What follows belongs to an exercise in optimizing a design on an open flow for small area and a short achievable clock period; a production flow would make more cautious choices. At most, simulation tests tie the RTL to the original design; equivalence was not proved. The RTL of runs 2 to 6 was laid out without a check of its function. Power figures rest on the tool's default switching activity, not on a simulated workload.

--- flow/run.sh ---
#!/bin/bash
# The standard layout (standard.sh: the standard ORFS synthesis through
# finish, unchanged) with two differences in how the layout is made:
#  - the buffers that global placement puts on every input and output port
#    are buf_2 cells instead of the default pick (clkdlybuf4s50_1, a slow
#    clock-delay cell);
#  - clock tree synthesis inserts no dummy loads.
set -euo pipefail
cd "$(dirname "$0")/.."
export BUFFER_PORTS_ARGS="-buffer_cell sky130_fd_sc_hd__buf_2"
export CTS_ARGS="-sink_clustering_enable -repair_clock_nets -dont_use_dummy_load -buf_list sky130_fd_sc_hd__clkbuf_8 -sink_clustering_size 20 -sink_clustering_max_diameter 80"
bash standard.sh > standard.log 2>&1
--- standard.sh ---
#!/bin/bash
# synth_recipe.tcl (not shown) runs the flow's synth.tcl, then flattens the netlist and writes it again
# the make line also repeats each setting of config.mk as NAME=value (left out here)
make -C /OpenROAD-flow-scripts/flow DESIGN_CONFIG=/design/flow/config.mk WORK_HOME=/design/flow/orfs CLKGATE_MAP_FILE= SYNTH_SCRIPT=/design/flow/synth_recipe.tcl "${@:-finish}"
--- design.v ---
module FPadd (
    input         ADD_SUB,
    input  [31:0] FP_A,
    input  [31:0] FP_B,
    input         clk,
    output reg [31:0] FP_Z
);
    integer i, l;
    wire [7:0]  eA = FP_A[30:23], eB = FP_B[30:23];
    wire        zA = ~|eA, zB = ~|eB;
    wire        ffA = &eA, ffB = &eB;
    reg  [7:0]  elt, eeq;
    always @* begin
        elt = ~eA & eB;
        eeq = ~(eA ^ eB);
        for (l = 0; (1 << l) < 8; l = l + 1)
            for (i = 0; i < 8; i = i + 1)
                if (((i >> l) & 1) == 1) begin
                    elt[i] = elt[i] | (eeq[i] & elt[((i >> l) << l) - 1]);
                    eeq[i] = eeq[i] & eeq[((i >> l) << l) - 1];
                end
    end
    wire [4:0]  dAB = eA[4:0] - eB[4:0];
    wire        c   = zA ^ zB;
    wire [2:0]  hA = eA[7:5], hB = eB[7:5];
    wire        geAB = (eA[4:0] >= eB[4:0]), geBA = (eB[4:0] >= eA[4:0]);
    wire        h2AB = ({1'b0, hA} >= {1'b0, hB} + 4'd2), h2BA = ({1'b0, hB} >= {1'b0, hA} + 4'd2);
    wire        h1AB = ({1'b0, hA} == {1'b0, hB} + 4'd1), h1BA = ({1'b0, hB} == {1'b0, hA} + 4'd1);
    wire        zAB  = h2AB | (h1AB & geAB);
    wire        zBA  = h2BA | (h1BA & geBA);
    wire [23:0] mA = {~zA, FP_A[22:0]}, mB = {~zB, FP_B[22:0]};
    reg  [30:0] lt, eqv;
    always @* begin
        lt  = ~FP_A[30:0] & FP_B[30:0];
        eqv = ~(FP_A[30:0] ^ FP_B[30:0]);
        for (l = 0; (1 << l) < 31; l = l + 1)
            for (i = 0; i < 31; i = i + 1)
                if (((i >> l) & 1) == 1) begin
                    lt[i]  = lt[i] | (eqv[i] & lt[((i >> l) << l) - 1]);
                    eqv[i] = eqv[i] & eqv[((i >> l) << l) - 1];
                end
    end
    wire        swp = lt[30];
    wire        xB  = FP_B[31] ^ ~ADD_SUB;
    reg  [23:0] ma1, mb1;
    reg         sa1, sub1, c1, swp1, zab1, zba1, ii1;
    reg  [4:0]  dab1;
    reg  [7:0]  e1;
    always @(posedge clk) begin
        ma1   <= mA;
        mb1   <= mB;
        sa1   <= FP_A[31];
        sub1  <= FP_A[31] ^ xB;
        c1    <= c;
        swp1  <= swp;
        dab1  <= dAB[4:0];
        zab1  <= zAB;
        zba1  <= zBA;
        e1    <= elt[7] ? eB : eA;
        ii1   <= ffA & ffB & ~ADD_SUB;   
    end
    wire [23:0] L0  = swp1 ? mb1 : ma1;
    wire [23:0] S0  = swp1 ? (ma1 ^ {24{sub1}}) : (mb1 ^ {24{sub1}});
    wire [4:0]  sh  = swp1 ? (~dab1 + {4'd0, ~c1}) : (dab1 - {4'd0, c1});
    wire        shz = swp1 ? zba1 : zab1;
    wire [57:0] sw  = {{31{sub1}}, S0, {3{sub1}}} >> sh;
    wire [26:0] sal = shz ? {27{sub1}} : sw[26:0];
    reg  [23:0] l2;
    reg  [26:0] s2al;
    reg  [7:0]  e2;
    reg         sl2, sub2, nan2;
    always @(posedge clk) begin
        l2    <= L0;
        s2al  <= sal;
        e2    <= e1;
        sl2   <= sa1 ^ (swp1 & sub1);
        sub2  <= sub1;
        nan2  <= ii1 | ((e1 == 8'hFF) & |L0[22:0]);
    end
    wire [27:0] xo = {1'b0, l2, 3'b000};
    wire [27:0] yo = {sub2, s2al};
    reg  [27:0] g, p;
    always @* begin
        g = xo & yo;
        p = xo ^ yo;
        g[0] = g[0] | (p[0] & sub2);
        for (l = 0; (1 << l) < 28; l = l + 1)
            for (i = 0; i < 28; i = i + 1)
                if (((i >> l) & 1) == 1) begin
                    g[i] = g[i] | (p[i] & g[((i >> l) << l) - 1]);
                    p[i] = p[i] & p[((i >> l) << l) - 1];
                end
    end
    wire [27:0] M = (xo ^ yo) ^ {g[26:0], sub2};
    reg  [27:0] m3;
    reg  [7:0]  e3;
    reg         sl3, sub3, nan3;
    always @(posedge clk) begin
        m3   <= {M[27:1], 1'b0};
        e3   <= e2;
        sl3  <= sl2;
        sub3 <= sub2;
        nan3 <= nan2;
    end
    wire [31:0] w = {1'b0, m3[26:0], 1'b1, 3'b000};
    reg  [15:0] v1;  reg [15:0] c1l;
    reg  [7:0]  v2;  reg [15:0] c2l;
    reg  [3:0]  v3;  reg [11:0] c3l;
    reg  [1:0]  v4;  reg [7:0]  c4l;
    reg  [4:0]  cnt1;
    always @* begin
        for (i = 0; i < 16; i = i + 1) begin
            v1[i]  = w[2*i+1] | w[2*i];
            c1l[i] = ~w[2*i+1];
        end
        for (i = 0; i < 8; i = i + 1) begin
            v2[i] = v1[2*i+1] | v1[2*i];
            c2l[2*i+:2] = v1[2*i+1] ? {1'b0, c1l[2*i+1]} : {1'b1, c1l[2*i]};
        end
        for (i = 0; i < 4; i = i + 1) begin
            v3[i] = v2[2*i+1] | v2[2*i];
            c3l[3*i+:3] = v2[2*i+1] ? {1'b0, c2l[2*(2*i+1)+:2]} : {1'b1, c2l[2*(2*i)+:2]};
        end
        for (i = 0; i < 2; i = i + 1) begin
            v4[i] = v3[2*i+1] | v3[2*i];
            c4l[4*i+:4] = v3[2*i+1] ? {1'b0, c3l[3*(2*i+1)+:3]} : {1'b1, c3l[3*(2*i)+:3]};
        end
        cnt1 = v4[1] ? {1'b0, c4l[7:4]} : {1'b1, c4l[3:0]};
    end
    reg  [26:0] msk;
    always @* begin
        for (i = 0; i <= 26; i = i + 1)
            msk[i] = ({1'b0, e3} >= 9'd26 - i);
    end
    wire        zero = ~|m3;
    wire        top  = m3[27] | m3[26];
    wire        isDN = ~top & (e3 == 8'd1);
    wire        keep = top | (e3 == 8'd0) | isDN;
    wire        dnrm = ~|(m3[26:0] & msk);
    reg  [27:0] m4;
    reg  [4:0]  k4;
    reg  [7:0]  e4;
    reg         ez4, s4, nan4, inf4;
    always @(posedge clk) begin
        m4    <= m3;
        k4    <= m3[27] ? 5'd0 : keep ? 5'd1 : dnrm ? e3[4:0] : cnt1;
        e4    <= e3 + 8'd1;
        ez4   <= isDN | (~keep & dnrm) | zero;
        s4    <= sl3 & ~(sub3 & zero);
        nan4  <= nan3;
        inf4  <= (e3 == 8'hFF);   
    end
    wire [28:0] ml = {m4, 1'b0} << k4;
    wire [7:0]  en = ez4 ? 8'd0 : (e4 - {3'b000, k4});
    reg  [24:0] sig5;
    reg  [7:0]  e5;
    reg         s5, nan5, inf5;
    always @(posedge clk) begin
        sig5  <= ml[28:4];
        e5    <= en;
        s5    <= s4;
        nan5  <= nan4;
        inf5  <= inf4;
    end
    reg  [24:0] a;
    always @* begin
        a = sig5;
        for (l = 0; (1 << l) < 25; l = l + 1)
            for (i = 0; i < 25; i = i + 1)
                if (((i >> l) & 1) == 1)
                    a[i] = a[i] & a[((i >> l) << l) - 1];
    end
    wire [22:0] frac = sig5[23:1] ^ a[22:0];
    wire        rc   = a[24];
    wire [7:0]  ez   = rc ? (e5 + 8'd1) : e5;
    wire        infz = inf5 | (ez == 8'hFF);
    always @(posedge clk) begin
        if (nan5)
            FP_Z <= {s5, 8'hFF, 23'h400000};
        else if (infz)
            FP_Z <= {s5, 8'hFF, 23'h000000};
        else
            FP_Z <= {s5, ez, frac};
    end
endmodule
--- constraint.sdc ---
create_clock -name core_clock -period 7.0 [get_ports {clk}]
set_input_delay 1.4000 -clock core_clock [delete_from_list [all_inputs] [get_ports {clk}]]
set_output_delay 1.4000 -clock core_clock [all_outputs]
set_load 0.01 [all_outputs]
--- config.mk ---
export PLATFORM = sky130hd
export DESIGN_NAME = FPadd
export DESIGN_NICKNAME = FPadd
export VERILOG_FILES = /design/flow/design.v
export SDC_FILE = /design/flow/constraint.sdc
export NUM_CORES = 4
export LEC_CHECK = 0
export CAP_MARGIN = 20
export CORE_MARGIN = 2
export CORE_UTILIZATION = 40
export CTS_BUF_LIST = sky130_fd_sc_hd__clkbuf_8
export SETUP_SLACK_MARGIN = 4.3
export SLEW_MARGIN = 20
==> results of run 1 <==
## synthesized netlist by cell type (3+ instances only)
master,n,area share [%]
a21o_1,19,1.0
a311o_1,4,0.29
xor2_1,31,2.0
inv_1,84,2.3
mux2_2,42,3.5
nand2_1,128,3.5
nor4_1,17,0.78
a31oi_1,14,0.64
nand4_1,24,1.1
or2_2,3,0.14
and3_1,8,0.37
xnor2_1,78,5.0
o221ai_1,4,0.26
nor2_1,108,3.0
mux4_2,27,4.5
o21bai_1,9,0.50
ha_1,91,8.4
buf_2,14,0.51
nand2b_1,7,0.32
o21ai_0,55,2.0
a21oi_1,69,2.5
buf_1,6,0.17
mux2i_1,77,5.7
a21boi_0,3,0.17
nor2b_1,14,0.64
nor3_1,21,0.77
a211oi_1,22,1.2
o31ai_1,4,0.22
a211o_1,3,0.19
fa_1,5,0.73
o22ai_1,6,0.28
o41ai_1,3,0.19
o211ai_1,9,0.50
and2_1,12,0.55
clkbuf_1,29,0.80
nand3_1,34,1.2
dfxtp_1,280,41
o311ai_0,3,0.19
a31o_2,4,0.26
## worst max-delay path by stage
stage	endpoint	slack, ps	cells past startpoint
floorplan	swp1	4180	9
global placement	swp1	3550	11
detailed placement	swp1	3500	10
CTS	FP_Z[18]	4300	9
global route	k4[4]	4240	11
finish	s2al[10]	4370	12
## cells by family after synthesis
family | Yosys count | synth area share, %
simple gates | 395 | 13.8
flops | 280 | 41.2
compound gates | 244 | 11.3
mux | 146 | 13.6
buf+inv | 138 | 4.05
xor+xnor | 109 | 7.01
fa+ha+maj | 96 | 9.10
## sequential cells by signal, indices dropped and copies added (netlist names), 24 cells and up
name / cells
FP_Z: 32
ma1: 24
mb1: 24
s2al: 27
m4: 27
m3: 27
l2: 24
sig5: 25
## critical path, cell delays in order (launching register included)
cell and delay (ps):
dfxtp_1 320, inv_1 70, ha_4 160, ha_1 260
and2_4 180, nor2_4 200, buf_4 170, clkbuf_16 160
mux2i_1 230, xnor2_1 100, mux2_2 310, a21oi_1 160
o221ai_1 180
## layer usage
layer	vias up	share of wire, %
met5	-	0
met4	0	3.1
met3	61	2.9
met2	202	51
met1	4767	43
li1	5126	-
## timing repair
action / 4_1_cts / 5_1_grt
setup buffers: 6 / 12
gates cloned: 0 / 4
resized for setup: 34 / 45
endpoints found under the setup margin: 66 / 47
hold endpoints to repair: 0 / 0
pin swaps: 5 / 21
## per-stage QoR
stage / utilization (%) / hold slack (ps) / instance area, um^2 / setup slack (ps)
2_1_floorplan: - / 310 / 13800 / 4180
3_3_place_gp: 43.7 / 314 / 14700 / 3550
3_5_place_dp: 43.7 / 313 / 14700 / 3500
4_1_cts: 45.1 / 331 / 15100 / 4300
5_1_grt: 46.1 / 335 / 15500 / 4240
6_report: 46.1 / 326 / 15500 / 4370
## power by group through the flow
stage	Sequential [mW]	Combinational, mW	Clock [mW]
floorplan	2.46	1.97	0
global placement	2.55	2.63	0
detailed placement	2.56	2.65	0
CTS	2.52	2.72	0.757
global route	2.59	3.11	0.804
finish	2.52	2.80	0.715
## cell type report
cell class / instances / area, um^2
clock buffer: 19 / 262
fill: 3246 / 18100
inverter: 86 / 335
multi-input combinational: 991 / 7880
sequential: 280 / 5620
tap: 448 / 561
timing repair buffer: 129 / 795
==> metrics.md, run 1 <==
| Metric | Value |
|---|---|
| Clock power share | `11.8%` |
| Cts hold-fix bufs | `0` |
| CTS Root Cell | `clkbuf_8` |
| Pwr Density | `391 mW/mm^2` |
| Buffer depth of the longest clock path | `3` |
| Combinational group share of total power | `46.4%` |
| Vias/cell | `5.20` |
| Final setup violating endpoints | `0` |
| Tmin final | `2630 ps` |
| CTS tree | `built` |
| Placed cell count | `1912` |
| Period utilization | `37.6%` |
| Detailed Place HPWL | `24200 um` |
| Reg clk slew, reported paths | `120 ps` |
| Synth Cell Area | `0.0136 mm^2` |
| GR Layer Usage met2 | `31.9%` |
| Final cell count without fillers | `slightly below 2000` |
| Die width | `roughly 190 um` |
| Initial antenna violation count | `0` |
| Top_reg_cell synth | `dfxtp_1` |
| Synth warn | `1` |
| Overall Power | `6.04 mW` |
| Reg-to-reg setup timing slack | `4370 ps` |
| Max Slew Vio Count | `0` |
| Initial core utilization | `around 41%` |
| Synth-to-Final Area Change | `13.5%` |
| Sequential Power Share | `41.8%` |
| Post-layout nets | `1669` |
| Critical Path AT | `3040 ps` |
| Die area | `roughly 0.036 mm^2` |
| Routed Antenna Nets | `0` |
| Initial DRC count | `439` |
| M3 GR Usage | `between 1.5 and 2%` |
| Switching power | `2.38 mW` |
| Clock sinks | `280` |
| H-tree Lvls | `1` |
| Pint | `3.66 mW` |
| Die Ht | `189 um` |
| Syn avg cell area | `9.67 um^2` |
| Worst r2r src | `dab1[0]` |
| Vias | `10200` |
| CP endpoint kind | `flip-flop` |
| Worst min-delay path startpoint | `s5` |
| Yosys cell types | `slightly below 70` |
| Number of global-route vias before repair | `9796` |
| FP Rows | `67` |
| Slew headroom | `51.5%` |
| Clock insertion delay at the later pin of the skew report | `560 ps` |
| Post-synth EDFFs | `0` |
| Most frequent cells in the layout | `dfxtp_1 (268), nand2_1 (128), nor2_1 (105), buf_2 (98), ha_1 (81)` |
| Reg2Reg Depth | `12` |
| Total GRT Usage | `between 15 and 20%` |
| # Max-Cap Violations | `0` |
| R2r endpoint | `s2al[10]` |
| Inserted Diodes | `0` |
| DRT Pass-1 Iters | `8` |
| Total wire length | `31400 um` |
| Largest net degree at the start of global routing | `between 60 and 70` |
| Critical path class | `reg -> reg` |
| Post-Syn Instances | `1408` |
| Crit-path max FO | `12` |
| Post-synthesis net count | `between 1500 and 2000` |
| Worst-Margin Slew | `just over 700 ps` |
| Layout cells sized above 1 | `20.3%` |
| I/O pin count | `98` |
| Final hold violation count | `0` |
| CTS Buf Count | `19` |
| Hold path endpoint | `FP_Z[31]` |
| FMAX | `380 MHz` |
| Critical path launch point type | `flip-flop` |
| Lkg Pwr | `~6.6 nW` |
| Status | `complete, no violations` |
| Commonest non-fill, non-tap cell in the layout | `dfxtp_1` |
| Grt total ovfl | `0` |
| Core box area | `0.0335 mm^2` |
| FF+latch count, synth | `280` |
| Net Sw Frac | `between 30% and 40%` |
| Grt met1 use | `20.2%` |
| DR WL/cell | `16.1 um` |
| Min-delay worst type | `reg -> reg` |
| Maximum vdd ir drop | `0.154 mV` |
| First-pass GRT wire length | `49700 um` |
| Ys async rst share | `0%` |
| Worst setup startpoint | `dab1[0]` |
| Global placement routability congestion | `0.913` |
| IO Port Bufs | `97` |
| Setup TNS | `0 ps` |
| Required @ worst endpoint | `7410 ps` |
| Gr busiest metal | `met2` |
| Unrepaired setup endpoints after global routing | `yes` |
| DRC Markers | `0` |
| Seq/Total Area, Yosys | `41.2%` |
| Clk_skew | `44.6 ps` |
| Hold-critical path depth | `0` |
==> run 2: changes to the inputs <==
--- a/design.v
+++ b/design.v
@@ -45,3 +45,3 @@
     reg  [23:0] ma1, mb1;
-    reg         sa1, sub1, c1, swp1, zab1, zba1, ii1;
+    reg         sa1, sub1, c1, swp1, nswp1, zab1, zba1, ii1;
     reg  [4:0]  dab1;
@@ -55,2 +55,3 @@
         swp1  <= swp;
+        nswp1 <= ~swp;   
         dab1  <= dAB[4:0];
@@ -62,3 +63,3 @@
     wire [23:0] L0  = swp1 ? mb1 : ma1;
-    wire [23:0] S0  = swp1 ? (ma1 ^ {24{sub1}}) : (mb1 ^ {24{sub1}});
+    wire [23:0] S0  = nswp1 ? (mb1 ^ {24{sub1}}) : (ma1 ^ {24{sub1}});
     wire [4:0]  sh  = swp1 ? (~dab1 + {4'd0, ~c1}) : (dab1 - {4'd0, c1});
--- a/flow/run.sh
+++ b/flow/run.sh
@@ -10,3 +10,3 @@
 export BUFFER_PORTS_ARGS="-buffer_cell sky130_fd_sc_hd__buf_2"
-export CTS_ARGS="-sink_clustering_enable -repair_clock_nets -dont_use_dummy_load -buf_list sky130_fd_sc_hd__clkbuf_8 -sink_clustering_size 20 -sink_clustering_max_diameter 80"
+export CTS_ARGS="-sink_clustering_enable -repair_clock_nets -dont_use_dummy_load -buf_list sky130_fd_sc_hd__clkbuf_8 -sink_clustering_size 16 -sink_clustering_max_diameter 80"
 bash standard.sh > standard.log 2>&1
==> run 2 against run 1 <==
Compared with the run above:
- highest routed layer unchanged
- flip-flop and latch count grew 1
- die area increased by 0.61%
- register-to-register slack got worse by 80 ps
- sequential power about the same
- critical path type unchanged
- largest power group unchanged
- clock skew is 9.9 ps higher
==> metrics.md, run 2 <==
| Metric | Value |
|---|---|
| Vias/cell | `5.15` |
| DRC Markers | `0` |
| Synth Cell Area | `approximately 0.014 mm^2` |
| Placed cell count | `1916` |
| Final WS setup | `4290 ps` |
| Syn avg cell area | `9.66 um^2` |
| Grt total ovfl | `0` |
| Global placement routability congestion | `between 0.9 and 1` |
| GR Layer Usage met2 | `30.6%` |
| Reg clk slew, reported paths | `90 ps` |
| R2r endpoint | `s2al[6]` |
| Status | `complete, no violations` |
| CP endpoint kind | `flip-flop` |
| Post-Syn Instances | `1419` |
| Most frequent cells after synthesis | `dfxtp_1 (281), nand2_1 (115), nor2_1 (107)` |
| Worst r2r src | `c1` |
| Critical path launch point type | `flip-flop` |
| FF+latch count, synth | `281` |
| Largest net degree at the start of global routing | `50` |
| Post-synthesis simple-gate area fraction | `between 10% and 20%` |
| Final setup violating endpoints | `0` |
| Core box area | `0.0336 mm^2` |
| Final hold violation count | `0` |
| CTS Root Cell | `clkbuf_8` |
| Post-layout nets | `1682` |
| Min-delay worst type | `reg -> reg` |
| Cts hold-fix bufs | `0` |
| Sequential Power Share | `41.9%` |
| Most frequent cells in the layout | `dfxtp_1 (271), nand2_1 (114), nor2_1 (104), buf_2 (95), ha_1 (87)` |
| Unrepaired setup endpoints after global routing | `yes` |
| Required @ worst endpoint | `7440 ps` |
| DR WL/cell | `15.5 um` |
| Reg2Reg Depth | `8` |
| Initial DRC count | `423` |
| Commonest non-fill, non-tap cell in the layout | `dfxtp_1` |
| Final Cell Area | `~0.016 mm^2` |
| Slew headroom | `between 30% and 40%` |
| Tmin final | `2710 ps` |
| Compound-Gate Fraction of Synth Area | `12.3%` |
| FP Rows | `67` |
| Initial antenna violation count | `0` |
| Setup TNS | `0 ps` |
| Synth-to-Final Area Change | `13.4%` |
| Worst min-delay path startpoint | `s4` |
| Synth area leader | `dfxtp_1` |
| Overall Power | `between 6 and 7 mW` |
| Share of the synthesized area in the top cell type | `41.1%` |
| Maximum vdd ir drop | `0.208 mV` |
| Hold WS | `roughly 300 ps` |
| Die area | `0.0358 mm^2` |
| I/O pin count | `98` |
| Net Sw Frac | `38.8%` |
| Switching power | `2.33 mW` |
| IO Port Bufs | `97` |
| Cell with the most instances after synthesis | `dfxtp_1` |
| Critical Path AT | `roughly 3200 ps` |
| # Max-Cap Violations | `0` |
| Most flop-heavy register | `FP_Z` |
| Layout cells sized above 1 | `19.8%` |
| Clk_skew | `54.5 ps` |
| Max reg flops | `32` |
| Buffer depth of the longest clock path | `3` |
| Max Slew Vio Count | `0` |
| Total wire length | `around 30000 um` |
| Clock power share | `12.8%` |
| Mux contribution to synthesized area | `13.5%` |
| DP Worst Slack | `between 3000 and 4000 ps` |
| H-tree Lvls | `1` |
| Hold-critical path depth | `0` |
| Seq/Total Area, Yosys | `41.1%` |
| Hold path endpoint | `s5` |
| Clock insertion delay at the later pin of the skew report | `approximately 570 ps` |
| Die Ht | `189 um` |
| Final cell count without fillers | `1966` |
| CTS tree | `built` |
| Worst-Margin Slew | `1030 ps` |
| Yosys cell types | `75` |
| Util after Layout | `between 40% and 50%` |
| Adder-Cell Fraction of Synth Area | `9.19%` |
| Initial core utilization | `40.8%` |
| Placed cell area | `0.0146 mm^2` |
| Clock sinks | `between 200 and 300` |
| XOR/XNOR Fraction of Synth Area | `6.71%` |
| Top_reg_cell synth | `dfxtp_1` |
| Pint | `3.68 mW` |
| Gr busiest metal | `met2` |
| Pwr Density | `386 mW/mm^2` |
| Crit-path max FO | `10` |
| First-pass GRT wire length | `49100 um` |
| FMAX | `369 MHz` |
| M3 GR Usage | `roughly 2%` |
| Inserted Diodes | `0` |
| Reg-to-reg setup timing slack | `4290 ps` |
| CTS Buf Count | `22` |
| Total GRT Usage | `between 15 and 20%` |
| Combinational group share of total power | `45.3%` |
| Grt met1 use | `20.0%` |
| Period utilization | `38.7%` |
| Post-synth EDFFs | `0` |
| Vias | `10100` |
| Ys async rst share | `0%` |
| Synth top area cells | `dfxtp_1 (41%), ha_1 (8.3%), mux2i_1 (6.1%)` |
| Number of global-route vias before repair | `9839` |
| Main combinational cell family by area after synthesis | `multiplexers` |
| Die width | `189 um` |
| Critical path class | `reg -> reg` |
| Detailed Place HPWL | `23100 um` |
| DRT Pass-1 Iters | `5` |
| Synth warn | `1` |
| Routed Antenna Nets | `0` |
| Lkg Pwr | `between 6 and 7 nW` |
| Post-synthesis net count | `between 1500 and 2000` |
run 2: area by class of cell:
cell class / count / area [um^2]
Timing Repair Buffer: 131 / 866
Tap cell: 448 / 561
Clock buffer: 22 / 303
Inverter: 88 / 339
Multi-Input combinational cell: 996 / 7830
Sequential cell: 281 / 5650
Fill cell: 3287 / 18100
run 2: worst max-delay path: stages (launching register included):
cell and delay (ps):
dfxtp_2 330, ha_1 210, ha_1 330, o21ai_2 480, mux2i_1 260, mux2i_1 130
o21ai_0 470, nand2_1 100, a221o_1 310
run 2: layer usage:
metal / up-vias / share of wire, %
met5: - / 0
met4: 0 / 3.2
met3: 59 / 3.3
met2: 204 / 51
met1: 4694 / 43
li1: 5173 / -
run 2: how the worst max path moves through the flow:
stage                        start       end  slack, ps  depth (start not counted)
after CTS                 sig5[21]  FP_Z[28]       4220                          8
after floorplan            FP_B[1]      swp1       4150                          9
after detailed placement   FP_A[1]      swp1       3700                         11
after global placement     FP_A[1]      swp1       3730                         11
final                           c1   s2al[6]       4290                          8
after global routing      sig5[12]  FP_Z[28]       4180                          8
run 2: power groups by stage:
stage                     logic (mW)  clock network (mW)  registers, mW
after floorplan                 1.92                   0           2.46
after global placement          2.54                   0           2.54
after detailed placement        2.55                   0           2.55
after CTS                       2.62               0.805           2.51
after global routing            3.04               0.859           2.58
final                           2.72               0.767           2.51
run 2: logic make-up after synthesis:
group | after synthesis
fa+ha+maj | 98
simple gates | 375
flops | 281
buf+inv | 145
xor+xnor | 105
compound gates | 267
mux | 148
run 2: repair_timing:
item,in CTS,in global routing
pin swaps,6,21
endpoints found under the setup margin,55,55
buffers inserted,5,18
cloned,2,3
resized for setup,31,58
==> run 3: changes to the inputs <==
--- a/config.mk
+++ b/config.mk
@@ -11,3 +11,3 @@
 export CTS_BUF_LIST = sky130_fd_sc_hd__clkbuf_8
-export SETUP_SLACK_MARGIN = 4.3
+export SETUP_SLACK_MARGIN = 4.2
 export SLEW_MARGIN = 20
==> run 3 against run 2 <==
Compared with the run above:
- still clean on timing, DRC and antenna
- clock power decreased by 3.1%
- wire length decreased by 2.7%
- hold slack better by 18 ps
- register-to-register slack worse by 40 ps
- combinational power is 3% lower
- flip-flop and latch count did not move
- clock-buffer cell count shrank 1
==> metrics.md, run 3 <==
| Metric | Value |
|---|---|
| Global placement routability congestion | `a little under 0.9` |
| Util after Layout | `45.3%` |
| Clk_skew | `28.0 ps` |
| Die area | `0.0358 mm^2` |
| Max reg flops | `32` |
| CTS Buf Count | `21` |
| Post-synthesis net count | `roughly 1600` |
| Critical path launch point type | `flip-flop` |
| Final hold violation count | `0` |
| Pwr Density | `388 mW/mm^2` |
| Placed cell area | `0.0146 mm^2` |
| Period utilization | `39.3%` |
| Seq/Total Area, Yosys | `41.1%` |
| Cell with the most instances after synthesis | `dfxtp_1` |
| # fillers | `about 3300` |
| Core box area | `0.0336 mm^2` |
| Slew headroom | `approximately 44%` |
| Critical Path AT | `3150 ps` |
| Setup TNS | `0 ps` |
| DRC Markers | `0` |
| Synth area leader | `dfxtp_1` |
| Final Cell Area | `~0.015 mm^2` |
| FF+latch count, synth | `~280` |
| Inserted Diodes | `0` |
| M3 GR Usage | `2.19%` |
| Commonest non-fill, non-tap cell in the layout | `dfxtp_1` |
| Critical path class | `reg -> reg` |
| Most frequent cells after synthesis | `dfxtp_1 (281), nand2_1 (115), nor2_1 (107)` |
| Die Ht | `189 um` |
| First-pass GRT wire length | `47800 um` |
| Synth Cell Area | `roughly 0.014 mm^2` |
| Post-Syn Instances | `1419` |
| DRT Pass-1 Iters | `4` |
| Top cell by count, worst path | `ha_1` |
| Final setup violating endpoints | `0` |
| Most frequent cells in the layout | `dfxtp_1 (275), nand2_1 (115), nor2_1 (105), buf_2 (97), ha_1 (89)` |
| Detailed Place HPWL | `roughly 23000 um` |
| Gr busiest metal | `met2` |
| FP Rows | `67` |
| Grt met1 use | `19.8%` |
| Clock insertion delay at the later pin of the skew report | `roughly 550 ps` |
| Family with the most delay on the worst path | `multiplexers` |
| CTS Root Cell | `clkbuf_8` |
| Synth warn | `1` |
| Unrepaired setup endpoints after global routing | `yes` |
| Die width | `189 um` |
| Syn avg cell area | `about 9.7 um^2` |
| Routed Antenna Nets | `0` |
| Post-synth EDFFs | `0` |
| Most flop-heavy register | `FP_Z` |
| Total GRT Usage | `16.2%` |
| WP buf/inv | `3` |
| Required @ worst endpoint | `7400 ps` |
| I/O pin count | `98` |
| Yosys cell types | `75` |
| Vias | `~10000` |
| Share of the synthesized area in the top cell type | `41.1%` |
| Clock sinks | `281` |
| Ys async rst share | `0%` |
| CP endpoint kind | `flip-flop` |
| Overall Power | `5.91 mW` |
| Initial core utilization | `40.8%` |
| DR WL/cell | `15.2 um` |
| Max Slew Vio Count | `0` |
| Placed cell count | `1917` |
| CP Cell Sequence | `inv_1 -> ha_1 -> ha_1 -> and2_4 -> nor2_4 -> buf_12 -> buf_4 -> mux2i_2 -> xnor2_2 -> mux2_2 -> a21oi_1 -> o221ai_2` |
| Vias/cell | `5.10` |
| FMAX | `between 300 and 400 MHz` |
| CP peak stage delay | `340 ps` |
| Top_reg_cell synth | `dfxtp_1` |
| Final cell count without fillers | `1950` |
| Maximum vdd ir drop | `between 0.15 and 0.2 mV` |
| Min-delay worst type | `reg -> reg` |
| Initial DRC count | `530` |
| Lkg Pwr | `6.60 nW` |
| Layout cells sized above 1 | `17.7%` |
| Synth top area cells | `dfxtp_1 (41%), ha_1 (8.3%), mux2i_1 (6.1%)` |
| Reg clk slew, reported paths | `90 ps` |
| # Max-Cap Violations | `0` |
| Total wire length | `a little under 30000 um` |
| Worst-Margin Slew | `844 ps` |
| Buffer depth of the longest clock path | `3` |
| H-tree Lvls | `1` |
| IO Port Bufs | `97` |
| Crit-path max FO | `6` |
| Largest net degree at the start of global routing | `50` |
| Post-layout nets | `1666` |
| Number of global-route vias before repair | `9518` |
| Tmin final | `about 2800 ps` |
| Slowest CP cell | `dfxtp_2` |
| Synth-to-Final Area Change | `11.2%` |
| CTS tree | `built` |
| GR Layer Usage met2 | `29.0%` |
| Initial antenna violation count | `0` |
| Grt total ovfl | `0` |
| Status | `complete, no violations` |
run 3: cell count changes in the layout (fill, tap and decap cells not counted), sizes merged:
cell      delta
buf         -15
clkinvlp     -1
inv          +1
nand2b       -1
run 3: final timing paths:
kind,from,to,slack [ps],cells past startpoint
max,c1,s2al[10],4250,12
min,e2[1],e3[1],320,0
max reg2reg,c1,s2al[10],4250,12
min reg2reg,e2[1],e3[1],320,0
run 3: kinds of logic (layout without fill, tap and decap cells):
family                     count (synthesis)  after routing  synth area share, %
and+or+nand+nor                          375            377                 13.1
DFF                                      281            281                 41.1
AOI/OAI and AO/OA                        267            267                 12.3
muxes                                    148            148                 13.5
buffers and inverters                    145            226                 4.17
xor gates and xnor gates                 105            105                 6.71
adders and majority gates                 98             98                 9.19
run 3: repair_timing:
item / CTS / global route
setup buffers: 2 / 6
gates cloned: 0 / 4
setup endpoints to repair: 42 / 51
hold buffers: 0 / 0
endpoints found under the hold margin: 0 / 0
pin swaps: 2 / 11
resized for setup: 8 / 45
run 3: power by group:
group / switching, mW / leakage [nW] / internal (mW)
combinational: 1.44 / 4.09 / 1.21
clock: 0.474 / 0.151 / 0.270
sequential: 0.376 / 2.37 / 2.14
run 3: cell type report:
class                   count  area (um^2)  area share [%]
multi-input cells         995         7730            50.7
well taps                 448          561            3.68
inverters                  88          335            2.20
flip-flops and latches    281         5640            37.0
repair buffers            117          687            4.51
clock buffers              21          289            1.90
run 3: per-layer routing:
layer / wire length [um] / share of wire (%)
met1: 12800 / 43
met2: 14700 / 50
met3: 1010 / 3.4
met4: 1030 / 3.5
met5: 0 / 0
run 3: metrics by stage:
step	hold slack [ps]	setup WS (ps)
after global routing	331	4180
after CTS	322	4200
after global placement	312	3730
after floorplan	310	4150
final	319	4250
after detailed placement	312	3700
==> run 4: changes to the inputs <==
--- a/design.v
+++ b/design.v
@@ -22,10 +22,6 @@
     end
-    wire [4:0]  dAB = eA[4:0] - eB[4:0];
+    wire [8:0]  dAB = {1'b0, eA} - {1'b0, eB};
     wire        c   = zA ^ zB;
-    wire [2:0]  hA = eA[7:5], hB = eB[7:5];
-    wire        geAB = (eA[4:0] >= eB[4:0]), geBA = (eB[4:0] >= eA[4:0]);
-    wire        h2AB = ({1'b0, hA} >= {1'b0, hB} + 4'd2), h2BA = ({1'b0, hB} >= {1'b0, hA} + 4'd2);
-    wire        h1AB = ({1'b0, hA} == {1'b0, hB} + 4'd1), h1BA = ({1'b0, hB} == {1'b0, hA} + 4'd1);
-    wire        zAB  = h2AB | (h1AB & geAB);
-    wire        zBA  = h2BA | (h1BA & geBA);
+    wire        zAB = ~dAB[8] & |dAB[7:5];
+    wire        zBA = dAB[8] & ~(&dAB[7:5] & |dAB[4:0]);
     wire [23:0] mA = {~zA, FP_A[22:0]}, mB = {~zB, FP_B[22:0]};
@@ -45,3 +41,3 @@
     reg  [23:0] ma1, mb1;
-    reg         sa1, sub1, c1, swp1, nswp1, zab1, zba1, ii1;
+    reg         sa1, sub1, c1, swp1, zab1, zba1, ii1;
     reg  [4:0]  dab1;
@@ -55,3 +51,2 @@
         swp1  <= swp;
-        nswp1 <= ~swp;   
         dab1  <= dAB[4:0];
@@ -63,3 +58,3 @@
     wire [23:0] L0  = swp1 ? mb1 : ma1;
-    wire [23:0] S0  = nswp1 ? (mb1 ^ {24{sub1}}) : (ma1 ^ {24{sub1}});
+    wire [23:0] S0  = swp1 ? (ma1 ^ {24{sub1}}) : (mb1 ^ {24{sub1}});
     wire [4:0]  sh  = swp1 ? (~dab1 + {4'd0, ~c1}) : (dab1 - {4'd0, c1});
--- a/config.mk
+++ b/config.mk
@@ -11,3 +11,3 @@
 export CTS_BUF_LIST = sky130_fd_sc_hd__clkbuf_8
-export SETUP_SLACK_MARGIN = 4.2
+export SETUP_SLACK_MARGIN = 4.3
 export SLEW_MARGIN = 20
==> run 4 against run 3 <==
Compared with the run above:
- global-route usage grew 0.57 points
- via count grew 1.1%
- flip-flop and latch count shrank 1
- critical path type is now in -> reg
- first-iteration DRC count shrank 2.6%
- highest routed layer unchanged
- hold slack gained 14 ps
- core utilization grew 0.11 points
- still clean on timing, DRC and antenna
- synthesized area grew 0.22%
- clock-buffer cell count is the same
==> metrics.md, run 4 <==
| Metric | Value |
|---|---|
| Buffer depth of the longest clock path | `3` |
| Grt total ovfl | `0` |
| Die area | `0.0358 mm^2` |
| Lkg Pwr | `approximately 6.5 nW` |
| Synth warn | `1` |
| Post-synth EDFFs | `0` |
| Vias/cell | `5.15` |
| FF+latch count, synth | `280` |
| FMAX | `376 MHz` |
| Max reg flops | `32` |
| Final setup violating endpoints | `0` |
| IO Port Bufs | `97` |
| Layout cells sized above 1 | `18.8%` |
| Die width | `189 um` |
| Yosys cell types | `74` |
| Clock sinks | `280` |
| Synth area leader | `dfxtp_1` |
| Synth Cell Area | `between 0.01 and 0.015 mm^2` |
| Min-delay worst type | `reg -> reg` |
| Switching power | `~2.4 mW` |
| Top_reg_cell synth | `dfxtp_1` |
| Post-Syn Instances | `~1400` |
| Worst-Margin Slew | `690 ps` |
| Largest net degree at the start of global routing | `approximately 60` |
| Period utilization | `38.0%` |
| Initial core utilization | `40.8%` |
| Number of global-route vias before repair | `9663` |
| Clock insertion delay at the later pin of the skew report | `560 ps` |
| Total wire length | `30700 um` |
| Max Slew Vio Count | `0` |
| Reg clk slew, reported paths | `90 ps` |
| Critical path launch point type | `input pin` |
| Pint | `3.62 mW` |
| Multi-input logic area | `a little under 0.008 mm^2` |
| Routed Antenna Nets | `0` |
| First-pass GRT wire length | `49400 um` |
| Inserted Diodes | `0` |
| Unrepaired setup endpoints after global routing | `yes` |
| Clock power share | `12.5%` |
| Required @ worst endpoint | `7440 ps` |
| Status | `complete, no violations` |
| Combinational group share of total power | `45.0%` |
| DRT Pass-1 Iters | `5` |
| Slowest CP cell | `or3_1` |
| CTS Root Cell | `clkbuf_8` |
| Critical Path AT | `3100 ps` |
| Vias | `10100` |
| Slew headroom | `between 50% and 60%` |
| Most flop-heavy register | `FP_Z` |
| Net Sw Frac | `approximately two fifths` |
| Maximum vdd ir drop | `0.195 mV` |
| Clk_skew | `26.4 ps` |
| Core box area | `~0.034 mm^2` |
| Synth-to-Final Area Change | `11.6%` |
| Initial antenna violation count | `0` |
| CP endpoint kind | `flip-flop` |
| Detailed Place HPWL | `23800 um` |
| Commonest non-fill, non-tap cell in the layout | `dfxtp_1` |
| Global placement routability congestion | `0.892` |
| Syn avg cell area | `slightly below 10 um^2` |
| Storage cell area | `around 0.0056 mm^2` |
| I/O pin count | `98` |
| Post-layout nets | `approximately 1700` |
| H-tree Lvls | `1` |
| Post-synthesis net count | `between 1500 and 2000` |
| Share of the synthesized area in the top cell type | `40.8%` |
| # Max-Cap Violations | `0` |
| CP peak stage delay | `390 ps` |
| Most frequent cells after synthesis | `dfxtp_1 (280), nand2_1 (117), nor2_1 (98)` |
| Ys async rst share | `0%` |
| Hold WS | `333 ps` |
| Cell with the most instances after synthesis | `dfxtp_1` |
| Final hold violation count | `0` |
| Tmin final | `2660 ps` |
| Most frequent cells in the layout | `dfxtp_1 (275), nand2_1 (115), nor2_1 (97), buf_2 (96), ha_1 (79)` |
| FP Rows | `67` |
| Die Ht | `189 um` |
| CTS tree | `built` |
| Sequential Power Share | `42.5%` |
| Setup TNS | `0 ps` |
| # fillers | `3303` |
| DRC Markers | `0` |
| DR WL/cell | `between 15 and 20 um` |
| Crit-path max FO | `6` |
| CP Cell Sequence | `buf_2 -> inv_1 -> ha_1 -> or3_1 -> o21ai_0 -> a21oi_2 -> xnor2_2 -> a2111oi_2 -> nor2b_1` |
| Synth top area cells | `dfxtp_1 (41%), ha_1 (7.7%), mux2i_1 (5.8%)` |
| Total GRT Usage | `between 15 and 20%` |
| Critical path class | `in -> reg` |
| Seq/Total Area, Yosys | `40.8%` |
| Initial DRC count | `516` |
| Pwr Density | `391 mW/mm^2` |
| CTS Buf Count | `21` |
run 4: cell families (layout without fill, tap and decap cells):
kind of cell    after synthesis  count (layout)  synth area share [%]
simple gates                404             406                  14.7
flops                       280             280                  40.8
compound gates              262             262                  11.9
mux                         144             144                  13.2
buf+inv                     141             222                  4.44
xor+xnor                    103             103                  6.57
fa+ha+maj                    89              89                  8.38
run 4: path summary, 6_finish.rpt:
path                   to     start  slack, ps  cells after the start
setup / recovery     zba1  FP_A[28]       4340                      9
hold / removal      e3[1]     e2[1]        330                      0
setup reg to reg  s2al[6]   dab1[0]       4400                     11
hold reg to reg     e3[1]     e2[1]        330                      0
run 4: worst max-delay path: cells and delay by family:
kind / cells / cell delay [ps]
AO/OA/AOI/OAI: 3 / 530
adder cells (fa/ha/maj): 1 / 380
XOR/XNOR: 1 / 150
buffers and inverters: 2 / 170
AND/OR/NAND/NOR: 2 / 470
run 4: layout make-up:
cell class | instances | area share, %
repair buffers | 121 | 4.76
flip-flops and latches | 280 | 36.6
well taps | 448 | 3.66
clock buffers | 21 | 1.89
inverters | 80 | 2.10
multi-input cells | 1004 | 51.0
run 4: what timing repair did:
action / 4_1_cts / 5_1_grt
cloned: 1 / 2
setup buffers: 1 / 14
hold buffers: 0 / 0
pin swaps: 2 / 13
setup endpoints to repair: 53 / 58
endpoints found under the hold margin: 0 / 0
gates resized for setup: 19 / 37
run 4: power groups by stage:
stage	clock network, mW	registers (mW)	logic, mW
3_3_place_gp	0	2.57	2.58
4_1_cts	0.787	2.54	2.64
5_1_grt	0.846	2.60	3.00
6_report	0.749	2.54	2.69
2_1_floorplan	0	2.46	1.98
3_5_place_dp	0	2.59	2.60
run 4: metal layers:
metal	track usage, %	share of wire (%)	vias to the layer above
met5	0	0	-
met4	7.22	4.4	0
met3	2.02	3.1	73
met2	29.8	50	208
met1	20.5	43	4625
li1	-	-	5155
run 4: per-stage QoR:
step	power (mW)	setup WS [ps]	std cells	instance area, um^2	utilization [%]
2_1_floorplan	4.45	3950	1423	13800	-
3_3_place_gp	5.16	3600	1915	14600	43.4
3_5_place_dp	5.18	3580	1915	14600	43.4
4_1_cts	5.97	4290	1938	15000	44.6
5_1_grt	6.44	4250	1954	15300	45.5
6_report	5.98	4340	1954	15300	45.5
==> run 5: changes to the inputs <==
--- a/config.mk
+++ b/config.mk
@@ -11,3 +11,3 @@
 export CTS_BUF_LIST = sky130_fd_sc_hd__clkbuf_8
-export SETUP_SLACK_MARGIN = 4.3
+export SETUP_SLACK_MARGIN = 4.2
 export SLEW_MARGIN = 20
==> run 5 against run 4 <==
Compared with the run above:
- die area did not move
- clock skew increased by 29 ps
- critical path type unchanged
- power fell by 0.42%
- global-route usage is 0.052 points lower
- cell count fell by 0.20%
- sequential power barely moved
- core utilization is 0.30 points lower
- via count is 0.23% lower
- fmax fell by 3.9%
==> metrics.md, run 5 <==
| Metric | Value |
|---|---|
| Status | `complete, no violations` |
| Clk_skew | `approximately 55 ps` |
| Buffer depth of the longest clock path | `3` |
| Ys async rst share | `0%` |
| Inserted Diodes | `0` |
| Critical path class | `in -> reg` |
| Worst-Margin Slew | `1020 ps` |
| Detailed Place HPWL | `23500 um` |
| IO Port Bufs | `97` |
| Synth-to-Final Area Change | `10.8%` |
| Reg-to-reg setup timing slack | `4320 ps` |
| # Max-Cap Violations | `0` |
| Switching power | `approximately 2.3 mW` |
| Post-synth EDFFs | `0` |
| Clock sinks | `280` |
| Commonest non-fill, non-tap cell in the layout | `dfxtp_1` |
| Total wire length | `30300 um` |
| Initial antenna violation count | `0` |
| Final setup violating endpoints | `0` |
| Share of the synthesized area in the top cell type | `about two fifths` |
| Lkg Pwr | `6.50 nW` |
| First-pass GRT wire length | `about 49000 um` |
| Critical path launch point type | `input pin` |
| Global placement routability congestion | `0.931` |
| CP Cell Sequence | `buf_2 -> inv_1 -> ha_1 -> nor2b_1 -> o21ai_1 -> a21boi_2 -> o21ai_2 -> a21oi_1 -> xnor2_1 -> a2111oi_2 -> nor2b_1` |
| H-tree Lvls | `1` |
| Post-synthesis net count | `~1600` |
| Largest net degree at the start of global routing | `61` |
| Die Ht | `189 um` |
| Post-layout nets | `between 1500 and 2000` |
| Cts hold-fix bufs | `0` |
| DRT Pass-1 Iters | `5` |
| Synth warn | `1` |
| Initial core utilization | `40.8%` |
| Pwr Density | `391 mW/mm^2` |
| Pint | `around 3.6 mW` |
| Reg clk slew, reported paths | `100 ps` |
| Crit-path max FO | `4` |
| Clock insertion delay at the later pin of the skew report | `550 ps` |
| Required @ worst endpoint | `7450 ps` |
| Synth top area cells | `dfxtp_1 (41%), ha_1 (7.7%), mux2i_1 (5.8%)` |
| Maximum vdd ir drop | `0.191 mV` |
| Placed cell area | `0.0146 mm^2` |
| Seq/Total Area, Yosys | `40.8%` |
| CTS Root Cell | `clkbuf_8` |
| Final hold violation count | `0` |
| Die width | `189 um` |
| Slowest CP cell | `a2111oi_2` |
| Post-Syn Instances | `between 1000 and 1500` |
| Core box area | `0.0337 mm^2` |
| Total GRT Usage | `between 10% and 20%` |
| Net Sw Frac | `39.3%` |
| Most flop-heavy register | `FP_Z` |
| CP peak stage delay | `360 ps` |
| Top cell by count, worst path | `nor2b_1` |
| Vias | `10000` |
| Final Cell Area | `0.0152 mm^2` |
| Min-delay worst type | `reg -> reg` |
| Combinational group share of total power | `44.9%` |
| Syn avg cell area | `9.65 um^2` |
| CTS Buf Count | `21` |
| FMAX | `~360 MHz` |
| Setup TNS | `0 ps` |
| Period utilization | `39.5%` |
| Slew headroom | `31.7%` |
| Cell with the most instances after synthesis | `dfxtp_1` |
| Critical Path AT | `between 3000 and 4000 ps` |
| Number of global-route vias before repair | `9786` |
| WP buf/inv | `2` |
| FF+latch count, synth | `280` |
| Most frequent cells in the layout | `dfxtp_1 (277), nand2_1 (115), nor2_1 (98), buf_2 (97), ha_1 (82)` |
| Synth area leader | `dfxtp_1` |
| Layout cells sized above 1 | `17.5%` |
| Tmin final | `2760 ps` |
| Routed Antenna Nets | `0` |
| FP Rows | `67` |
| Top_reg_cell synth | `dfxtp_1` |
| Clock power share | `12.6%` |
| CP endpoint kind | `flip-flop` |
| CTS tree | `built` |
| Most frequent cells after synthesis | `dfxtp_1 (280), nand2_1 (117), nor2_1 (98)` |
| Util after Layout | `45.2%` |
| Sequential Power Share | `a little over two fifths` |
| Grt total ovfl | `0` |
| Family with the most delay on the worst path | `compound AO/OA/AOI/OAI gates` |
| Vias/cell | `slightly above 5` |
| DR WL/cell | `15.5 um` |
| I/O pin count | `between 90 and 100` |
| Initial DRC count | `396` |
| Max reg flops | `32` |
| Synth Cell Area | `0.0137 mm^2` |
| DRC Markers | `0` |
| Die area | `0.0358 mm^2` |
| Max Slew Vio Count | `0` |
| Unrepaired setup endpoints after global routing | `yes` |
| Yosys cell types | `74` |
-- run 5: cell counts after synthesis --
Identical to the previous run, type by type.
-- run 5: cell type report --
type	count	area, um^2
flip-flops and latches	280	5610
repair buffers	119	742
fillers	3350	18500
multi-input cells	1002	7710
well taps	448	561
clock buffers	21	289
inverters	80	313
-- run 5: worst reg2reg max path, stage by stage (launching register included) --
cell      delay (ps)
dfxtp_1          320
inv_1             70
ha_1             200
ha_1             270
or2_4            250
and2_4           170
buf_12           150
mux2i_2          200
xor2_1           220
nor2_1            60
a211oi_1         230
a21oi_1           80
a221o_1          360
-- run 5: what timing repair did --
| item | CTS | global route |
|---|---|---|
| endpoints found under the setup margin | 35 | 58 |
| pin swaps | 1 | 4 |
| endpoints found under the hold margin | 0 | 0 |
| gates cloned | 1 | 1 |
| gates resized for setup | 12 | 27 |
| setup buffers | 1 | 10 |
-- run 5: through the flow --
| step | worst slack, ps | power, mW | std cells | hold WS, ps |
|---|---|---|---|---|
| after global placement | 3600 | 5.14 | 1916 | 313 |
| after detailed placement | 3570 | 5.17 | 1916 | 312 |
| after floorplan | 3950 | 4.44 | 1423 | 310 |
| after CTS | 4220 | 5.95 | 1939 | 334 |
| after global routing | 4100 | 6.43 | 1950 | 337 |
| final | 4240 | 5.96 | 1950 | 333 |
-- run 5: routing by layer --
metal	global-route usage, %	share of wire, %
met5	0	0
met4	6.05	3.6
met3	1.76	3.5
met2	30.4	49
met1	20.4	44
-- run 5: logic make-up (layout without fill, tap and decap cells) --
family / Yosys count / in the layout / share of synthesized area, %
AO/OA/AOI/OAI: 262 / 262 / 11.9
XOR/XNOR: 103 / 103 / 6.57
adder cells (fa/ha/maj): 89 / 89 / 8.38
buffers and inverters: 141 / 220 / 4.44
flip-flops: 280 / 280 / 40.8
multiplexers: 144 / 144 / 13.2
AND/OR/NAND/NOR: 404 / 404 / 14.7
-- run 5: power by group through the flow --
stage	clock (mW)	sequential, mW	combinational [mW]
4_1_cts	0.784	2.54	2.62
3_3_place_gp	0	2.57	2.58
3_5_place_dp	0	2.58	2.59
5_1_grt	0.843	2.60	2.99
2_1_floorplan	0	2.46	1.98
6_report	0.748	2.54	2.67
-- run 5: path summary, 6_finish.rpt --
| path | cells past startpoint | endpoint | start |
|---|---|---|---|
| setup / recovery | 11 | zba1 | FP_A[24] |
| setup reg to reg | 12 | s2al[4] | dab1[0] |
| hold reg to reg | 0 | e3[7] | e2[7] |
| hold / removal | 0 | e3[7] | e2[7] |
==> run 6: changes to the inputs <==
--- a/flow/run.sh
+++ b/flow/run.sh
@@ -6,3 +6,7 @@
 #    clock-delay cell);
-#  - clock tree synthesis inserts no dummy loads.
+#  - clock tree synthesis builds the tree from clkbuf_8 cells, clusters up to
+#    16 flip-flops within 80 um on each leaf buffer, and inserts no dummy
+#    loads.
+# standard.sh's output goes to standard.log here; ORFS keeps each step's full
+# log under orfs/logs/.
 set -euo pipefail
--- a/config.mk
+++ b/config.mk
@@ -7,2 +7,3 @@
 export LEC_CHECK = 0
+export ABC_AREA = 1
 export CAP_MARGIN = 20
@@ -11,3 +12,3 @@
 export CTS_BUF_LIST = sky130_fd_sc_hd__clkbuf_8
-export SETUP_SLACK_MARGIN = 4.2
+export SETUP_SLACK_MARGIN = 4.3
 export SLEW_MARGIN = 20
==> run 6 against run 5 <==
Compared with the run above:
- global-route usage increased by 2.5 points
- hold slack improved by 0.63 ps
- wire length is 21% higher
- critical path depth grew 1
- final area is 3.2% higher
- flip-flop and latch count did not move
- power grew 5.4%
- fmax grew 12%
- setup slack better by 290 ps
- critical path type unchanged
- largest cell class unchanged
==> metrics.md, run 6 <==
| Metric | Value |
|---|---|
| DP Worst Slack | `3820 ps` |
| CP peak stage delay | `370 ps` |
| Grt total ovfl | `0` |
| Hold-critical path depth | `0` |
| Final setup violating endpoints | `0` |
| Gr busiest metal | `met2` |
| Critical Path AT | `2930 ps` |
| Hold path endpoint | `s5` |
| Commonest non-fill, non-tap cell in the layout | `nand2_1` |
| M3 GR Usage | `1.91%` |
| Switching power | `roughly 2.8 mW` |
| Tmin final | `2480 ps` |
| Die Ht | `194 um` |
| Post-synthesis simple-gate area fraction | `31.8%` |
| Synth warn | `1` |
| FF+latch count, synth | `280` |
| Clock power share | `12.5%` |
| Critical path launch point type | `input pin` |
| Die area | `0.0376 mm^2` |
| Grt met1 use | `between 20 and 25%` |
| Compound-Gate Fraction of Synth Area | `about a tenth` |
| Clock insertion delay at the later pin of the skew report | `570 ps` |
| Initial core utilization | `40.5%` |
| Main combinational cell family by area after synthesis | `simple AND/OR/NAND/NOR gates` |
| Lkg Pwr | `7.83 nW` |
| Pwr Density | `approximately 400 mW/mm^2` |
| Maximum vdd ir drop | `between 0.2 and 0.25 mV` |
| Synth Cell Area | `0.0144 mm^2` |
| Adder-Cell Fraction of Synth Area | `7.99%` |
| GR Layer Usage met2 | `35.3%` |
| Synth area leader | `dfxtp_1` |
| First-pass GRT wire length | `between 50000 and 60000 um` |
| Buffer depth of the longest clock path | `3` |
| Initial DRC count | `601` |
| Core box area | `~0.036 mm^2` |
| I/O pin count | `98` |
| H-tree Lvls | `1` |
| Detailed Place HPWL | `29000 um` |
| Post-layout nets | `2206` |
| Total wire length | `36600 um` |
| Unrepaired setup endpoints after global routing | `no` |
| Reg2Reg Depth | `16` |
| Crit-path max FO | `3` |
| Global placement routability congestion | `about 0.95` |
| Overall Power | `6.28 mW` |
| Placed cell area | `0.0153 mm^2` |
| Status | `complete, no violations` |
| Seq/Total Area, Yosys | `38.9%` |
| Pint | `3.51 mW` |
| Ys async rst share | `0%` |
| Clk_skew | `22.5 ps` |
| Net Sw Frac | `44.1%` |
| Most frequent cells after synthesis | `nand2_1 (530), nand3_1 (286), dfxtp_1 (280)` |
| DR WL/cell | `14.6 um` |
| Final WS setup | `around 4500 ps` |
| Top_reg_cell synth | `dfxtp_1` |
| FMAX | `a little over 400 MHz` |
| Sequential Power Share | `40.1%` |
| Most flop-heavy register | `FP_Z` |
| Worst min-delay path startpoint | `s4` |
| DRC Markers | `0` |
| Routed Antenna Nets | `0` |
| R2r endpoint | `s2al[10]` |
| Synth-to-Final Area Change | `9.00%` |
| Share of the synthesized area in the top cell type | `38.9%` |
| Mux contribution to synthesized area | `0.417%` |
| Reg-to-reg setup timing slack | `4580 ps` |
| CP Cell Sequence | `buf_2 -> inv_4 -> ha_4 -> fa_2 -> nor2_2 -> nor2_1 -> xnor2_1 -> nor2_1 -> a21oi_1 -> nand3_1 -> nand2_1 -> inv_1` |
| Slowest CP cell | `fa_2` |
| Layout cells sized above 1 | `between 10% and 20%` |
| Cts hold-fix bufs | `0` |
| Vias/cell | `roughly 5.0` |
| CTS tree | `built` |
| Worst r2r src | `c1` |
| CTS Buf Count | `22` |
| Post-synth EDFFs | `0` |
| Largest net degree at the start of global routing | `78` |
| Worst-Margin Slew | `just over 800 ps` |
| Yosys cell types | `52` |
| Combinational group share of total power | `47.4%` |
| IO Port Bufs | `a little under 100` |
| Final hold violation count | `0` |
| Slew headroom | `roughly 45%` |
| Initial antenna violation count | `0` |
| Critical path class | `in -> reg` |
| Reg clk slew, reported paths | `90 ps` |
| Max Slew Vio Count | `0` |
| Post-synthesis net count | `2141` |
| Die width | `~190 um` |
| Number of global-route vias before repair | `about 12000` |
| CP endpoint kind | `flip-flop` |
| Period utilization | `35.4%` |
| DRT Pass-1 Iters | `7` |
| Top cell by count, worst path | `nor2_1` |
| Vias | `between 10000 and 15000` |
| # Max-Cap Violations | `0` |
| CTS Root Cell | `clkbuf_8` |
| Total GRT Usage | `19.3%` |
| Cell with the most instances after synthesis | `nand2_1` |
| Min-delay worst type | `reg -> reg` |
| Inserted Diodes | `0` |
| Most frequent cells in the layout | `nand2_1 (527), nand3_1 (285), dfxtp_1 (278), inv_1 (214), nor2_1 (113)` |
| Post-Syn Instances | `1986` |
| Required @ worst endpoint | `7460 ps` |
| XOR/XNOR Fraction of Synth Area | `2.85%` |
| Syn avg cell area | `slightly above 7 um^2` |
| Synth top area cells | `dfxtp_1 (39%), nand2_1 (14%), nand3_1 (9.9%)` |
| Setup TNS | `0 ps` |
| Max reg flops | `32` |
| FP Rows | `69` |
| Final Cell Area | `0.0157 mm^2` |
| Clock sinks | `280` |
[run 6: cell count changes in the layout (fill, tap and decap cells not counted), moves of 21 or more]
cell / before / now
inv_1: 77 / 214
a211oi_1: 23 / 2
o21ai_0: 54 / 106
xnor2_1: 65 / 23
nand3_1: 28 / 285
mux2_2: 38 / 0
mux4_2: 26 / 0
nand2_1: 115 / 527
mux2i_1: 77 / 6
[run 6: layer usage]
| layer | vias up | wire length (um) |
|---|---|---|
| met5 | - | 0 |
| met4 | 0 | 1080 |
| met3 | 65 | 1180 |
| met2 | 234 | 18100 |
| met1 | 5586 | 16300 |
| li1 | 6578 | - |
[run 6: power by group through the flow]
| stage | Combinational (mW) | Sequential (mW) | Clock [mW] |
|---|---|---|---|
| after floorplan | 2.22 | 2.43 | 0 |
| after global placement | 2.94 | 2.57 | 0 |
| after detailed placement | 2.95 | 2.57 | 0 |
| after CTS | 2.97 | 2.53 | 0.814 |
| after global routing | 3.42 | 2.58 | 0.871 |
| final | 2.98 | 2.52 | 0.785 |
[run 6: layout make-up]
class	instances	area [um^2]
Tap cell	461	577
Sequential cell	280	5610
Fill cell	3708	19900
Timing Repair inverter	2	12.5
Timing Repair Buffer	107	571
Multi-Input combinational cell	1408	7750
Clock buffer	22	303
Inverter	230	893
[run 6: worst max-delay path: cells and delay by family]
family | cells | cell delay [ps]
buffers and inverters | 3 | 230
and+or+nand+nor | 5 | 410
AOI/OAI and AO/OA | 1 | 150
adders and majority gates | 2 | 530
xor gates and xnor gates | 1 | 220
[run 6: logic make-up after synthesis]
| group | count (synthesis) |
|---|---|
| compound gates | 246 |
| simple gates | 1021 |
| buf+inv | 298 |
| xor+xnor | 46 |
| fa+ha+maj | 89 |
| mux | 6 |
| flops | 280 |
[run 6: worst max-delay path by stage]
stage              from  endpoint  slack (ps)  cells past startpoint
3_5_place_dp       swp1   s2al[5]        3820                     11
5_1_grt              c1   s2al[3]        4310                     12
2_1_floorplan  FP_A[23]      zba1        4280                     10
6_report       FP_A[23]      zba1        4520                     12
3_3_place_gp       swp1  s2al[15]        3830                     11
4_1_cts            sub2    m3[17]        4310                     12
[run 6: timing repair]
action	CTS	global route
setup endpoints to repair	31	30
gates resized for setup	8	11
cloned	1	1
pin swaps	0	0
setup buffers	0	2
[run 6: through the flow]
stage,hold WS (ps),utilization (%),cells
2_1_floorplan,310,-,1986
3_3_place_gp,311,43.1,2484
3_5_place_dp,312,43.1,2484
4_1_cts,336,44.0,2507
5_1_grt,344,44.2,2510
6_report,334,44.2,2510
==> run 7: changes to the inputs <==
--- a/design.v
+++ b/design.v
@@ -22,6 +22,10 @@
     end
-    wire [8:0]  dAB = {1'b0, eA} - {1'b0, eB};
+    wire [4:0]  dAB = eA[4:0] - eB[4:0];
     wire        c   = zA ^ zB;
-    wire        zAB = ~dAB[8] & |dAB[7:5];
-    wire        zBA = dAB[8] & ~(&dAB[7:5] & |dAB[4:0]);
+    wire [2:0]  hA = eA[7:5], hB = eB[7:5];
+    wire        geAB = (eA[4:0] >= eB[4:0]), geBA = (eB[4:0] >= eA[4:0]);
+    wire        h2AB = ({1'b0, hA} >= {1'b0, hB} + 4'd2), h2BA = ({1'b0, hB} >= {1'b0, hA} + 4'd2);
+    wire        h1AB = ({1'b0, hA} == {1'b0, hB} + 4'd1), h1BA = ({1'b0, hB} == {1'b0, hA} + 4'd1);
+    wire        zAB  = h2AB | (h1AB & geAB);
+    wire        zBA  = h2BA | (h1BA & geBA);
     wire [23:0] mA = {~zA, FP_A[22:0]}, mB = {~zB, FP_B[22:0]};
--- a/config.mk
+++ b/config.mk
@@ -7,3 +7,2 @@
 export LEC_CHECK = 0
-export ABC_AREA = 1
 export CAP_MARGIN = 20
@@ -12,2 +11,3 @@
 export CTS_BUF_LIST = sky130_fd_sc_hd__clkbuf_8
+export GPL_TIMING_DRIVEN = 0
 export SETUP_SLACK_MARGIN = 4.3
==> run 7 against run 6 <==
Compared with the run above:
- global-route usage shrank 0.058 points
- sequential power about the same
- synthesized area is 5.5% lower
- highest routed layer unchanged
- clock-buffer cell count did not move
- final area is 3.7% higher
- critical path type is now reg -> reg
- still clean
- hold slack got worse by 20 ps
- flip-flop and latch count stayed put
- first-iteration DRC count decreased by 23%
- critical endpoint is now s2al[4]
- critical path depth did not move
- sequential share of layout area is 1.2 points lower
- clock skew up 54 ps
==> metrics.md, run 7 <==
| Metric | Value |
|---|---|
| DP Worst Slack | `a little over 3000 ps` |
| Tmin final | `2720 ps` |
| Top_reg_cell synth | `dfxtp_1` |
| Layout cells sized above 1 | `between 20% and 30%` |
| FP Rows | `67` |
| Overall Power | `around 6.5 mW` |
| Vias/cell | `a little over 5` |
| Clock power share | `around an eighth` |
| Unrepaired setup endpoints after global routing | `yes` |
| Cell with the most instances after synthesis | `dfxtp_1` |
| FMAX | `368 MHz` |
| Largest net degree at the start of global routing | `17` |
| Share of the synthesized area in the top cell type | `41.2%` |
| Buffer depth of the longest clock path | `3` |
| Util after Layout | `about half` |
| Die Ht | `189 um` |
| Worst setup startpoint | `c1` |
| Routed Antenna Nets | `0` |
| Critical path class | `reg -> reg` |
| Clock sinks | `280` |
| Commonest non-fill, non-tap cell in the layout | `dfxtp_1` |
| First-pass GRT wire length | `55100 um` |
| Vias | `10500` |
| Clock insertion delay at the later pin of the skew report | `between 500 and 600 ps` |
| Die width | `between 150 and 200 um` |
| Worst r2r src | `c1` |
| CTS tree | `built` |
| Final WS setup | `4280 ps` |
| Post-Syn Instances | `~1400` |
| Net Sw Frac | `40.0%` |
| Final hold violation count | `0` |
| Total wire length | `about 35000 um` |
| Clk_skew | `76.8 ps` |
| Most frequent cells in the layout | `dfxtp_1 (266), nand2_1 (125), buf_2 (104), nor2_1 (101), ha_1 (79)` |
| DR WL/cell | `17.1 um` |
| IO Port Bufs | `just under 100` |
| Sequential Power Share | `39.4%` |
| Setup TNS | `0 ps` |
| CTS Buf Count | `22` |
| DRT Pass-1 Iters | `5` |
| Initial antenna violation count | `0` |
| Total GRT Usage | `between 10% and 20%` |
| Synth Cell Area | `~0.014 mm^2` |
| Period utilization | `38.8%` |
| Initial core utilization | `40.6%` |
| CTS Root Cell | `clkbuf_8` |
| Inserted Diodes | `0` |
| Core box area | `0.0335 mm^2` |
| Post-layout nets | `1741` |
| Lkg Pwr | `6.93 nW` |
| I/O pin count | `98` |
| Synth warn | `1` |
| Combinational group share of total power | `48.5%` |
| Synth top area cells | `dfxtp_1 (41%), ha_1 (8.4%), mux2i_1 (5.7%)` |
| Min-delay worst type | `reg -> reg` |
| # fillers | `3141` |
| CP endpoint kind | `flip-flop` |
| Final setup violating endpoints | `0` |
| FF+latch count, synth | `280` |
| Critical Path AT | `roughly 3100 ps` |
| Yosys cell types | `68` |
| # Max-Cap Violations | `0` |
| Switching power | `2.58 mW` |
| Synth area leader | `dfxtp_1` |
| Pint | `3.87 mW` |
| Syn avg cell area | `9.67 um^2` |
| Reg-to-reg setup timing slack | `roughly 4300 ps` |
| Max Slew Vio Count | `0` |
| Initial DRC count | `464` |
| Maximum vdd ir drop | `0.161 mV` |
| Max reg flops | `32` |
| Reg clk slew, reported paths | `100 ps` |
| Die area | `~0.036 mm^2` |
| Post-synth EDFFs | `0` |
| Synth-to-Final Area Change | `19.7%` |
| Worst Setup EP | `s2al[4]` |
| Critical path launch point type | `flip-flop` |
| Ys async rst share | `0%` |
| Most flop-heavy register | `FP_Z` |
| DRC Markers | `0` |
| Most frequent cells after synthesis | `dfxtp_1 (280), nand2_1 (128), nor2_1 (108)` |
| Crit-path max FO | `6` |
| Grt total ovfl | `0` |
| Status | `complete, no violations` |
| Global placement routability congestion | `0.912` |
| Number of global-route vias before repair | `10700` |
| Pwr Density | `396 mW/mm^2` |
| H-tree Lvls | `1` |
| Detailed Place HPWL | `around 27000 um` |
| Reg2Reg Depth | `12` |
| Worst-Margin Slew | `roughly 700 ps` |
| Seq/Total Area, Yosys | `41.2%` |
| Post-synthesis net count | `1570` |
| Slew headroom | `52.6%` |
| Required @ worst endpoint | `7420 ps` |
| R2r endpoint | `s2al[4]` |
[run 7: repair_timing]
action / CTS / global route
setup endpoints to repair: 93 / 48
gates cloned: 3 / 1
buffers inserted: 29 / 17
gates resized for setup: 114 / 92
pin swaps: 21 / 32
hold buffers: 0 / 0
[run 7: power groups by stage]
stage	combinational (mW)	sequential, mW	clock, mW
2_1_floorplan	1.97	2.46	0
3_3_place_gp	2.72	2.56	0
6_report	3.13	2.54	0.779
5_1_grt	3.44	2.60	0.870
3_5_place_dp	2.72	2.57	0
4_1_cts	2.94	2.53	0.809
[run 7: stage by stage]
step / instance area, um^2 / instances / hold slack, ps
after global placement: 14800 / 1953 / 310
after detailed placement: 14800 / 1953 / 314
after global routing: 16300 / 2025 / 311
after floorplan: 13800 / 1408 / 310
final: 16300 / 2025 / 314
after CTS: 15800 / 2007 / 309
[run 7: layout make-up]
cell class                 instances  area (um^2)  area share, %
multi-input combinational        990         8120           49.8
sequential                       280         5630           34.5
timing repair buffer             147          915           5.61
tap                              448          561           3.44
buffer                            52          443           2.72
inverter                          86          332           2.03
clock buffer                      22          303           1.86
[run 7: how the worst min path moves through the flow]
| stage | depth (start not counted) | slack [ps] | end | start |
|---|---|---|---|---|
| 3_5_place_dp | 0 | 310 | sl3 | sl2 |
| 4_1_cts | 0 | 310 | m4[20] | m3[20] |
| 3_3_place_gp | 0 | 310 | sl3 | sl2 |
| 2_1_floorplan | 0 | 310 | FP_Z[31] | s5 |
| 6_report | 0 | 310 | nan3 | nan2 |
| 5_1_grt | 0 | 310 | nan3 | nan2 |
[run 7: cells by family (layout without fill, tap and decap cells)]
group / count (synthesis) / count (layout) / synth area share (%)
buffers and inverters: 138 / 307 / 4.05
and+or+nand+nor: 395 / 395 / 13.8
DFF: 280 / 280 / 41.2
xor gates and xnor gates: 109 / 109 / 7.01
muxes: 146 / 146 / 13.6
AOI/OAI and AO/OA: 244 / 244 / 11.3
adders and majority gates: 96 / 96 / 9.10
[run 7: worst max-delay path, cell delays in order (launching register included)]
cell	delay (ps)
dfxtp_2	370
inv_2	50
ha_4	170
ha_4	200
and2_4	170
nor2_4	240
buf_6	170
buf_16	130
mux2i_4	240
xnor2_2	100
mux2i_2	230
a211oi_2	110
or3_4	380
[run 7: per-layer routing]
layer	vias up	track usage, %	wire length, um
li1	5276	-	-
met1	4878	21.7	14300
met2	237	36.4	17800
met3	89	2.55	1250
met4	0	7.57	1270
met5	-	0	0

## re-timing with driven ports
The flow's constraints put no driver on any port. The routed layouts listed below were extracted and timed again, unchanged, in two steps.
Step 1 (the two cells are an assumption about what drives the block):
set clk [get_ports {clk}]
set_driving_cell -lib_cell sky130_fd_sc_hd__clkbuf_16 $clk
set_driving_cell -lib_cell sky130_fd_sc_hd__buf_2 [delete_from_list [all_inputs] $clk]
Step 2, shift: input delay + t, output delay - t, t = (earliest + latest rising clock arrival at the registers) / 2. This alone moves slack from input paths to output paths.
a / b / c = ideal / step 1 / step 2; a / b = the first two.
| run | t (ns) | setup WS [ns] | latest minus earliest clock arrival (ns) |
|---|---|---|---|
| run 1 | 0.585 | 4.371 / 4.371 / 3.817 | 0.046 / 0.047 |
| run 2 | 0.591 | 4.291 / 4.291 / 3.748 | 0.054 / 0.055 |
| run 3 | 0.583 | 4.250 / 4.250 / 3.758 | 0.031 / 0.031 |
| run 4 | 0.589 | 4.343 / 4.361 / 3.772 | 0.027 / 0.026 |
| run 5 | 0.576 | 4.236 / 4.252 / 3.676 | 0.066 / 0.065 |
| run 6 | 0.607 | 4.524 / 4.548 / 3.940 | 0.023 / 0.023 |
| run 7 | 0.592 | 4.283 / 4.283 / 3.838 | 0.076 / 0.077 |
After both steps every run listed still meets setup and hold. The setup slack of run 6, which loses most, moves by +0.024 ns with the drivers and by -0.584 ns with both steps.
